From an optimization exercise on the open Yosys and OpenROAD flow, aimed at small area, a short achievable clock period and few clock cycles; shortcuts taken in it are not production practice. Where RTL was checked, it was by simulation tests only, not by an equivalence proof against the original.

==> amber <==
==> flow/design.v <==
module soma
(
    input clock, reset, start, op,
    input [31:0] data_a, data_b,
    output [31:0] data_o,
    output busy, ready
);
    reg [31:0] data_o_reg;
    wire [31:0] result;
    soma_calc calc (.op(op), .a(data_a), .b(data_b), .o(result));
    always @(posedge clock or posedge reset) begin
        if (reset)
            data_o_reg <= 32'd0;
        else if (start)
            data_o_reg <= result;
    end
    assign data_o = data_o_reg;
    assign ready = 1'b1;
    assign busy = 1'b0;
endmodule
module soma_tz23 (input [22:0] x, output reg [4:0] n);
    integer i;
    always @* begin
        n = 5'd23;
        for (i = 22; i >= 0; i = i - 1)
            if (x[i]) n = i;
    end
endmodule
module soma_lz23 (input [22:0] x, output reg [4:0] n);
    integer i;
    always @* begin
        n = 5'd23;
        for (i = 0; i < 23; i = i + 1)
            if (x[i]) n = 22 - i;
    end
endmodule
module soma_calc
(
    input op,
    input [31:0] a, b,
    output [31:0] o
);
    wire [7:0] ea = a[30:23], eb = b[30:23];
    wire sa = a[31], sb = b[31];
    wire [8:0] dab = {1'b0, ea} - {1'b0, eb};
    wire [7:0] dba = eb - ea;
    wire e_lt = dab[8];
    wire e_eq = (ea == eb);
    wire f_gt = a[22:0] > b[22:0];
    wire abig = ~e_lt & (~e_eq | f_gt);
    wire [7:0] d = e_lt ? dba : dab[7:0];
    wire sub = (op != (sa == sb));
    wire dD = (d >= 8'd233);
    wire sel_a = abig ^ dD;            
    wire [23:0] P = sel_a ? {1'b1, a[22:0]} : {1'b1, b[22:0]};
    wire [23:0] Q = sel_a ? {1'b1, b[22:0]} : {1'b1, a[22:0]};
    wire [7:0] eP = sel_a ? ea : eb;
    wire [7:0] eS = abig ? eb : ea;
    wire [7:0] sh = sel_a ? dab[7:0] : dba;
    wire [6:0] dn = ~d[6:0];           
    reg [23:0] mask;
    integer i;
    always @* begin
        for (i = 0; i < 24; i = i + 1)
            mask[i] = dD | (~d[7] & (dn >= i));
    end
    wire [23:0] Pm = P & mask;
    wire zero_p = ~|Pm;
    wire [4:0] tza, tzb;
    soma_tz23 tz_a (.x(a[22:0]), .n(tza));
    soma_tz23 tz_b (.x(b[22:0]), .n(tzb));
    wire [4:0] tzq = sel_a ? tzb : tza;
    wire sh_big = |sh[7:5];
    wire [24:0] Q_al = sh_big ? 25'd0 : ({Q, 1'b0} >> sh[4:0]);
    wire sticky = sh_big | ({3'd0, sh[4:0]} >= {3'd0, tzq} + 8'd2);
    wire [25:0] X = {1'b0, Pm, 1'b0} + ({1'b0, Q_al} ^ {26{sub}})
                    + {25'd0, sub & ~sticky};
    wire [24:0] H = X[25:1];
    wire rnd = X[0] & (d > 8'd2) & ~dD;
    wire [22:0] inc = (H[24] ? H[23:1] : H[22:0]) + {22'd0, rnd};
    wire [4:0] lz;
    soma_lz23 lzc (.x(H[22:0]), .n(lz));
    wire [21:0] nrm = H[21:0] << lz;
    wire top = H[24] | H[23];
    wire [22:0] frac_n = top ? inc : {nrm, rnd};
    wire [7:0] exp_n = top ? eP + {7'd0, H[24]} : eP - 8'd1 - {3'd0, lz};
    reg [22:0] zs;
    always @* begin
        zs[0] = (d <= 8'd129);
        for (i = 1; i < 23; i = i + 1)
            zs[i] = ({1'b0, d} <= 9'd104 + i);
    end
    wire spec = zero_p | (dD & sub);
    wire [22:0] frac_s = sub ? (dD ? 23'h7FFFFF : zs) : 23'd0;
    wire [7:0] exp_s = sub ? eS + 8'd104 : eS;
    wire sgn = (sa == sb) ? (op ? sa : (abig ? sa : ~sb))
                          : (op ? (abig ? sa : sb) : sa);
    assign o = {sgn, spec ? exp_s : exp_n, spec ? frac_s : frac_n};
endmodule
==> flow/run.sh <==
#!/bin/bash
# synth_recipe.tcl (not shown) runs the flow's synth.tcl, then flattens the netlist and writes it again
# the make line also repeats each setting of config.mk as NAME=value (left out here)
make -C /OpenROAD-flow-scripts/flow DESIGN_CONFIG=/design/flow/config.mk WORK_HOME=/design/flow/orfs CLKGATE_MAP_FILE= SYNTH_SCRIPT=/design/flow/synth_recipe.tcl finish
==> flow/config.mk <==
export PLATFORM = sky130hd
export DESIGN_NAME = soma
export DESIGN_NICKNAME = soma
export VERILOG_FILES = /design/flow/design.v
export SDC_FILE = /design/flow/constraint.sdc
export NUM_CORES = 4
export LEC_CHECK = 0
export CAP_MARGIN = 20
export CORE_MARGIN = 2
export CORE_UTILIZATION = 40
export SLEW_MARGIN = 20
==> flow/constraint.sdc <==
create_clock -name core_clock -period 8.0 [get_ports {clock}]
set_input_delay 1.6000 -clock core_clock [delete_from_list [all_inputs] [get_ports {clock}]]
set_output_delay 1.6000 -clock core_clock [all_outputs]
set_load 0.01 [all_outputs]
==> inputs of raven, as changes to amber <==
==> flow/design.v, changed modules only <==
module soma_lz24 (input [23:0] x, output reg [4:0] n);
    integer i;
    always @* begin
        n = 5'd24;
        for (i = 0; i < 24; i = i + 1)
            if (x[i]) n = 23 - i;
    end
endmodule
module soma_calc
(
    input op,
    input [31:0] a, b,
    output [31:0] o
);
    wire [7:0] ea = a[30:23], eb = b[30:23];
    wire sa = a[31], sb = b[31];
    wire [8:0] dab = {1'b0, ea} - {1'b0, eb};
    wire [7:0] dba = eb - ea;
    wire e_lt = dab[8];
    wire e_eq = (ea == eb);
    wire f_gt = a[22:0] > b[22:0];
    wire abig = ~e_lt & (~e_eq | f_gt);
    wire [7:0] d = e_lt ? dba : dab[7:0];
    wire sub = (op != (sa == sb));
    wire dD = (d >= 8'd233);           
    wire regB = ~dD & (d >= 8'd105);   
    wire d1 = (d == 8'd1);
    wire near = (sub & (e_eq | d1)) | regB;
    wire sel_a = abig ^ dD;            
    wire [23:0] P = sel_a ? {1'b1, a[22:0]} : {1'b1, b[22:0]};
    wire [23:0] Q = sel_a ? {1'b1, b[22:0]} : {1'b1, a[22:0]};
    wire [7:0] eP = sel_a ? ea : eb;
    wire [7:0] eS = abig ? eb : ea;
    wire [7:0] sh = sel_a ? dab[7:0] : dba;
    wire [6:0] dn = ~d[6:0];           
    reg [23:0] mask;
    integer i;
    always @* begin
        for (i = 0; i < 24; i = i + 1)
            mask[i] = ~regB | (~d[7] & (dn >= i));
    end
    wire [23:0] Pm = P & mask;
    wire zero_p = regB & ~|Pm;
    wire [24:0] Qn = e_eq ? {Q, 1'b0} : d1 ? {1'b0, Q} : {23'd0, sub, 1'b0};
    wire [24:0] Xn = {Pm, 1'b0} - Qn;
    wire [23:0] Hn = Xn[24:1];
    wire [4:0] lz;
    soma_lz24 lzc (.x(Hn), .n(lz));
    wire sh_big = |sh[7:5];
    wire [24:0] V = {Hn, 1'b0};
    reg [24:0] Vr;
    always @* begin
        for (i = 0; i < 25; i = i + 1)
            Vr[i] = V[24 - i];
    end
    wire [24:0] rin = near ? Vr : (sh_big ? 25'd0 : {Q, 1'b0});
    wire [4:0] amt = near ? lz : sh[4:0];
    wire [24:0] sout = rin >> amt;
    wire [4:0] tza, tzb;
    soma_tz23 tz_a (.x(a[22:0]), .n(tza));
    soma_tz23 tz_b (.x(b[22:0]), .n(tzb));
    wire [4:0] tzq = sel_a ? tzb : tza;
    wire sticky = sh_big | ({3'd0, sh[4:0]} >= {3'd0, tzq} + 8'd2);
    wire [25:0] X = {1'b0, P, 1'b0} + ({1'b0, sout} ^ {26{sub}})
                    + {25'd0, sub & ~sticky};
    wire [24:0] H = X[25:1];
    wire rnd = X[0] & (d > 8'd2) & ~dD;
    wire [22:0] fpre = H[24] ? H[23:1] : H[23] ? H[22:0] : {H[21:0], 1'b0};
    wire [22:0] frac_f = fpre + {22'd0, rnd};
    wire [7:0] exp_f = H[24] ? eP + 8'd1 : H[23] ? eP : eP - 8'd1;
    reg [22:0] frac_n;
    always @* begin
        for (i = 0; i < 23; i = i + 1)
            frac_n[i] = sout[23 - i];
        frac_n[0] = frac_n[0] | (regB & sub);
    end
    wire [7:0] exp_n = eP - {3'd0, lz};
    reg [22:0] zs;
    always @* begin
        zs[0] = (d <= 8'd129);
        for (i = 1; i < 23; i = i + 1)
            zs[i] = ({1'b0, d} <= 9'd104 + i);
    end
    wire spec = zero_p | (dD & sub);
    wire [22:0] frac_s = sub ? (dD ? 23'h7FFFFF : zs) : 23'd0;
    wire [7:0] exp_s = sub ? eS + 8'd104 : eS;
    wire sgn = (sa == sb) ? (op ? sa : (abig ? sa : ~sb))
                          : (op ? (abig ? sa : sb) : sa);
    assign o = {sgn, spec ? exp_s : near ? exp_n : exp_f,
                     spec ? frac_s : near ? frac_n : frac_f};
endmodule
// module soma_lz23 removed
==> inputs of violet, as changes to amber <==
==> flow/design.v, changed modules only <==
module soma_calc
(
    input op,
    input [31:0] a, b,
    output [31:0] o
);
    wire [7:0] ea = a[30:23], eb = b[30:23];
    wire sa = a[31], sb = b[31];
    wire [8:0] dab = {1'b0, ea} - {1'b0, eb};
    wire [7:0] dba = eb - ea;
    wire e_gt = ~dab[8] & (dab[7:0] != 8'd0);
    wire e_eq = (ea == eb);
    wire f_gt = a[22:0] > b[22:0];
    wire abig = e_gt | (e_eq & f_gt);
    wire [7:0] d = e_gt ? dab[7:0] : dba;
    wire addf = (op == (sa == sb));
    wire sub = ~addf;
    wire dD = (d >= 8'd233);           
    wire sel_a = abig ^ dD;            
    wire [23:0] P = sel_a ? {1'b1, a[22:0]} : {1'b1, b[22:0]};
    wire [23:0] Q = sel_a ? {1'b1, b[22:0]} : {1'b1, a[22:0]};
    wire [7:0] eP = sel_a ? ea : eb;
    wire [7:0] eS = abig ? eb : ea;
    wire [7:0] sh = sel_a ? dab[7:0] : dba;
    reg [23:0] mask;
    integer i;
    always @* begin
        for (i = 0; i < 24; i = i + 1)
            mask[i] = dD || (d <= 8'd104) || ({1'b0, d} + i < 9'd128);
    end
    wire [23:0] Pm = P & mask;
    wire zero_p = (Pm == 24'd0);
    wire [24:0] Qx = {Q, 1'b0};
    wire [24:0] Q_al = (sh > 8'd24) ? 25'd0 : (Qx >> sh);
    wire [24:0] lost = (sh > 8'd24) ? Qx : (Qx & ~({25{1'b1}} << sh));
    wire sticky = |lost;
    wire [25:0] X = sub ? ({1'b0, Pm, 1'b0} - {1'b0, Q_al} - {25'd0, sticky})
                        : ({1'b0, Pm, 1'b0} + {1'b0, Q_al});
    wire [24:0] H = X[25:1];
    reg [4:0] m;
    reg hz;
    always @* begin
        m = 5'd0; hz = 1'b1;
        for (i = 0; i < 25; i = i + 1)
            if (H[i]) begin m = i; hz = 1'b0; end
    end
    wire [24:0] Hn = H << (5'd24 - m);
    wire [22:0] frac_n = Hn[23:1];
    wire rnd = X[0] & (d > 8'd2) & ~dD;
    wire [22:0] frac_r = frac_n + {22'd0, rnd};
    wire [7:0] exp_n = hz ? eP - 8'd24 : eP + {3'd0, m} - 8'd23;
    reg [22:0] zs;
    always @* begin
        for (i = 0; i < 23; i = i + 1)
            zs[i] = (d <= 8'd129) && ((i == 0) || ({1'b0, d} <= 9'd104 + i));
    end
    wire spec = zero_p | (dD & sub);
    wire [22:0] frac_s = sub ? (dD ? 23'h7FFFFF : zs) : 23'd0;
    wire [7:0] exp_s = sub ? eS + 8'd104 : eS;
    wire sgn = (sa == sb) ? (op ? sa : (abig ? sa : ~sb))
                          : (op ? (abig ? sa : sb) : sa);
    assign o = {sgn, spec ? exp_s : exp_n, spec ? frac_s : frac_r};
endmodule
// module soma_tz23 removed
// module soma_lz23 removed
==> comparison table <==
quantity	raven	amber	violet
M1 GR Usage	49.94%	51.26%	49.65%
Run status	failed layout checks	failed layout checks	failed layout checks
Reasons for failing layout checks	negative setup slack	negative setup slack	negative setup slack
Number of vias after detailed routing	19040	17470	19780
Die extent in y	179.4 um	178.3 um	185.6 um
Seq area share	3.557%	3.754%	3.330%
Max-Slew Margin vs Limit	36.10%	46.52%	41.41%
Final non-clock buffer share	34.47%	32.53%	33.50%
Proportion of cell area occupied by multi-input gates	57.24%	59.31%	57.81%
Initial core utilization	40.44%	40.76%	40.56%
Vias in the first global route	18090	16950	19110
Placer Congestion	1.047	1.019	1.017
Total of clock buffers placed in the layout	7	6	7
Post-CTS setup buffer count	90	57	88
Comb_multi_in	1613	1474	1729
Non-filler instance count after layout	3105	2818	3320
Critical path fanouts, max	7	9	6
Multi-input gate area	12890 um^2	12650 um^2	13900 um^2
Transition at the pin with the smallest max-transition slack	958.5 ps	779.8 ps	872.6 ps
Routed met3 length	6.989 mm	6.182 mm	5.082 mm
Min Clock Period, post-route	13240 ps	9709 ps	11870 ps
Testbench counts of violet, summed over its fixed seeds: cycles 3,208.
Function not checked in amber and raven: the RTL went through the layout flow alone.

========
==> inputs of 06-17 <==
soma, a different RTL version from the one above (not shown whole).
==> flow/design.v (excerpt) <==
module soma
(
    input clock, reset, start, op,
    input [31:0] data_a, data_b,
    output [31:0] data_o,
    output busy, ready
);
==> module soma_add, before the edit <==
module soma_add
(
    input op,
    input [31:0] a, b,
    output [24:0] v,
    output rnd,
    output [7:0] e,
    output sgn
);
    wire [7:0] ea = a[30:23], eb = b[30:23];
    wire sa = a[31], sb = b[31];
    wire [8:0] dab = {1'b0, ea} - {1'b0, eb};
    wire [7:0] dba = eb - ea;
    wire e_lt = dab[8];
    wire e_eq = (ea == eb);
    wire f_gt = a[22:0] > b[22:0];
    wire abig = ~e_lt & (~e_eq | f_gt);
    wire [7:0] d = e_lt ? dba : dab[7:0];
    wire sub = (op != (sa == sb));
    wire dD = e_lt ? (dba >= 8'd233) : (dab[7:0] >= 8'd233);
    wire regB = ~dD & (d >= 8'd105);   
    wire sel_a = e_eq ? f_gt : ~e_lt ^ dD;
    wire [23:0] P = sel_a ? {1'b1, a[22:0]} : {1'b1, b[22:0]};
    wire [23:0] ai = {1'b1, a[22:0]} ^ {24{sub}};
    wire [23:0] bi = {1'b1, b[22:0]} ^ {24{sub}};
    wire [23:0] Qi = sel_a ? bi : ai;
    wire [7:0] eP = sel_a ? ea : eb;
    wire [7:0] eS = e_lt ? ea : eb;
    wire [7:0] sh = sel_a ? dab[7:0] : dba;
    wire [6:0] dn = ~d[6:0];           
    reg [23:0] mask;
    integer i;
    always @* begin
        for (i = 0; i < 24; i = i + 1)
            mask[i] = ~regB | (~d[7] & (dn >= i));
    end
    wire [23:0] Pm = P & mask;
    wire zero_p = regB & ~|Pm;
    reg [22:0] zs;
    always @* begin
        zs[0] = (d <= 8'd129);
        for (i = 1; i < 23; i = i + 1)
            zs[i] = ({1'b0, d} <= 9'd104 + i);
    end
    wire spec = zero_p | (dD & sub);
    wire [22:0] frac_s = sub ? (dD ? 23'h7FFFFF : zs) : 23'd0;
    wire [7:0] exp_s = sub ? eS + 8'd104 : eS;
    wire sh_big = |sh[7:5];
    wire [24:0] fill = {25{sub}};
    wire [24:0] rin = (sh_big | (dD & sub)) ? fill : {Qi, sub};
    wire [24:0] s16 = sh[4] ? {fill[15:0], rin[24:16]} : rin;
    wire [24:0] s8 = sh[3] ? {fill[7:0], s16[24:8]} : s16;
    wire [24:0] s4 = sh[2] ? {fill[3:0], s8[24:4]} : s8;
    wire [24:0] s2 = sh[1] ? {fill[1:0], s4[24:2]} : s4;
    wire [24:0] sout = sh[0] ? {fill[0], s2[24:1]} : s2;
    wire allone = ~sh_big & (~sh[4] | &rin[15:0]) & (~sh[3] | &s16[7:0])
                & (~sh[2] | &s8[3:0]) & (~sh[1] | &s4[1:0]) & (~sh[0] | s2[0]);
    wire [25:0] X;
    soma_ks26 adder (.x({1'b0, spec ? {1'b1, frac_s} : Pm, 1'b0}),
                     .y({sub, sout}),
                     .ci(sub & (spec | allone)), .s(X));
    assign v = X[25:1];
    assign rnd = ~spec & X[0] & (d > 8'd2) & ~dD;
    assign e = (spec ? exp_s : eP) - 8'd24;
    assign sgn = (sa == sb) ? (op ? sa : (abig ? sa : ~sb))
                            : (op ? (abig ? sa : sb) : sa);
endmodule
==> module soma_ks26, before the edit <==
module soma_ks26 (input [25:0] x, y, input ci, output [25:0] s);
    wire [25:0] p = x ^ y;
    wire [25:0] g = x & y;
    reg [25:0] G [0:5];
    reg [25:0] Pp [0:5];
    integer k, i, j;
    always @* begin
        G[0] = {g[25:1], g[0] | (p[0] & ci)};
        Pp[0] = p;
        for (k = 1; k <= 5; k = k + 1) begin
            for (i = 0; i < 26; i = i + 1) begin
                j = ((i >> (k - 1)) << (k - 1)) - 1;
                if (((i >> (k - 1)) & 1) == 1) begin
                    G[k][i] = G[k-1][i] | (Pp[k-1][i] & G[k-1][j]);
                    Pp[k][i] = Pp[k-1][i] & Pp[k-1][j];
                end else begin
                    G[k][i] = G[k-1][i];
                    Pp[k][i] = Pp[k-1][i];
                end
            end
        end
    end
    assign s = p ^ {G[5][24:0], ci};
endmodule
clock: 8.0 ns
lec_check: 0
abc_area: 1
cap_margin: 20
core_margin: 2
core_utilization: 65
setup_slack_margin: 1.4
slew_margin: 20
standard.sh (not shown) runs the stock make flow with config.mk's settings and CLKGATE_MAP_FILE= SYNTH_SCRIPT=/design/flow/synth_recipe.tcl, a recipe that flattens the netlist after the stock synthesis.
==> flow/flow/run.sh <==
#!/bin/bash
set -euo pipefail
bash standard.sh ADDER_MAP_FILE= "BUFFER_PORTS_ARGS=-buffer_cell sky130_fd_sc_hd__buf_2" finish > make.log 2>&1
==> inputs of 03-26, as changes to 06-17 <==
--- a/flow/design.v
+++ b/flow/design.v
@@ -44,5 +44,5 @@
     wire [8:0] dab = {1'b0, ea} - {1'b0, eb};
     wire [7:0] dba = eb - ea;
-    wire e_lt = dab[8];
+    wire e_lt = ea < eb;
     wire e_eq = (ea == eb);
     wire f_gt = a[22:0] > b[22:0];
@@ -50,5 +50,5 @@
     wire [7:0] d = e_lt ? dba : dab[7:0];
     wire sub = (op != (sa == sb));
-    wire dD = e_lt ? (dba >= 8'd233) : (dab[7:0] >= 8'd233);
+    wire dD = ({1'b0, ea} >= {1'b0, eb} + 9'd233) | ({1'b0, eb} >= {1'b0, ea} + 9'd233);
     wire regB = ~dD & (d >= 8'd105);   
     wire sel_a = e_eq ? f_gt : ~e_lt ^ dD;
@@ -156,24 +156,42 @@
 module soma_ks26 (input [25:0] x, y, input ci, output [25:0] s);
     wire [25:0] p = x ^ y;
-    wire [25:0] g = x & y;
-    reg [25:0] G [0:5];
-    reg [25:0] Pp [0:5];
-    integer k, i, j;
-    always @* begin
-        G[0] = {g[25:1], g[0] | (p[0] & ci)};
-        Pp[0] = p;
-        for (k = 1; k <= 5; k = k + 1) begin
-            for (i = 0; i < 26; i = i + 1) begin
-                j = ((i >> (k - 1)) << (k - 1)) - 1;
-                if (((i >> (k - 1)) & 1) == 1) begin
-                    G[k][i] = G[k-1][i] | (Pp[k-1][i] & G[k-1][j]);
-                    Pp[k][i] = Pp[k-1][i] & Pp[k-1][j];
-                end else begin
-                    G[k][i] = G[k-1][i];
-                    Pp[k][i] = Pp[k-1][i];
-                end
+    wire [25:0] g0 = x & y;
+    wire [25:0] G0 = {g0[25:1], g0[0] | (p[0] & ci)};
+    wire [25:0] P0 = p;
+    wire [25:0] G1, P1, G2, P2, G3, P3, G4, P4, G5, P5;
+    genvar i;
+    generate
+        for (i = 0; i < 26; i = i + 1) begin : k1
+            if (i >= 1) begin
+                assign G1[i] = G0[i] | (P0[i] & G0[i-1]);
+                assign P1[i] = P0[i] & P0[i-1];
+            end else begin
+                assign G1[i] = G0[i]; assign P1[i] = P0[i];
+            end
+            if (i >= 2) begin
+                assign G2[i] = G1[i] | (P1[i] & G1[i-2]);
+                assign P2[i] = P1[i] & P1[i-2];
+            end else begin
+                assign G2[i] = G1[i]; assign P2[i] = P1[i];
+            end
+            if (i >= 4) begin
+                assign G3[i] = G2[i] | (P2[i] & G2[i-4]);
+                assign P3[i] = P2[i] & P2[i-4];
+            end else begin
+                assign G3[i] = G2[i]; assign P3[i] = P2[i];
+            end
+            if (i >= 8) begin
+                assign G4[i] = G3[i] | (P3[i] & G3[i-8]);
+                assign P4[i] = P3[i] & P3[i-8];
+            end else begin
+                assign G4[i] = G3[i]; assign P4[i] = P3[i];
+            end
+            if (i >= 16) begin
+                assign G5[i] = G4[i] | (P4[i] & G4[i-16]);
+            end else begin
+                assign G5[i] = G4[i];
             end
         end
-    end
-    assign s = p ^ {G[5][24:0], ci};
+    endgenerate
+    assign s = p ^ {G5[24:0], ci};
 endmodule
--- a/flow/config.mk
+++ b/flow/config.mk
@@ -9,5 +9,5 @@
 export CAP_MARGIN = 20
 export CORE_MARGIN = 2
-export CORE_UTILIZATION = 65
-export SETUP_SLACK_MARGIN = 1.4
+export CORE_UTILIZATION = 40
+export SETUP_SLACK_MARGIN = 2.0
 export SLEW_MARGIN = 20
==> results.toml <==
[floorplanning]
die_w_um = 131

[critical_path]
path_buf_inv = 6

[route]
vias = 14400
wl_met1_um = 15000
wirelength_um = 36800
vias_per_cell = 6.06

[outcome]
status = "timing/DRC/antenna clean"

[timing]
layout_setup_ws_ns = 1.84
Source of the figures above: 06-17

==> results.toml <==
[outcome]
status = "timing/DRC/antenna clean"

[route]
wirelength_um = 49100
vias_per_cell = 5.61
vias = 16300
wl_met1_um = 20800

[timing]
layout_setup_ws_ns = 2.11
Source of the figures above: 03-26

Testbench counts of 06-17, summed over its fixed seeds: cycles 3,208.
Testbench counts of 03-26, summed over its fixed seeds: cycles 3,208.

what the ideal ports hide:
Ports are ideal in the flow. The routed layouts listed here were re-timed in OpenROAD.
Step 1, drivers: a clkbuf_16 drives clock and a buf_2 each remaining input, both assumed.
Step 2 adds t to the input delays and takes it off the output delays; t is the mean of the earliest and latest rising clock arrival at the registers after step 1. Input paths then give back, and output paths get back, about the clock's delay inside the block.
Three values: ideal, step 1, step 2; two values: the first two.
| run | t, ns | setup slack, ns | worst hold slack (ns) | clock arrival spread, ns | worst register clock-pin slew, ns |
|---|---|---|---|---|---|
| amber | 0.311 | -1.709 / -1.721 / -2.033 | 0.520 / 0.520 / 0.520 | 0.004 / 0.003 | 0.05 / 0.05 |
| raven | 0.322 | -5.236 / -5.220 / -5.542 | 0.484 / 0.484 / 0.484 | 0.008 / 0.007 | 0.06 / 0.06 |
| violet | 0.311 | -3.868 / -3.879 / -4.190 | 0.480 / 0.480 / 0.480 | 0.004 / 0.003 | 0.05 / 0.05 |
| 06-17 | 0.324 | 1.838 / 1.799 / 1.551 | 0.485 / 0.485 / 0.485 | 0.004 / 0.004 | 0.06 / 0.06 |
| 03-26 | 0.328 | 2.106 / 2.068 / 1.833 | 0.483 / 0.483 / 0.483 | 0.009 / 0.009 | 0.06 / 0.06 |
For amber, which loses most, drivers alone change the setup slack by -0.012 ns; drivers and shift together by -0.324 ns.
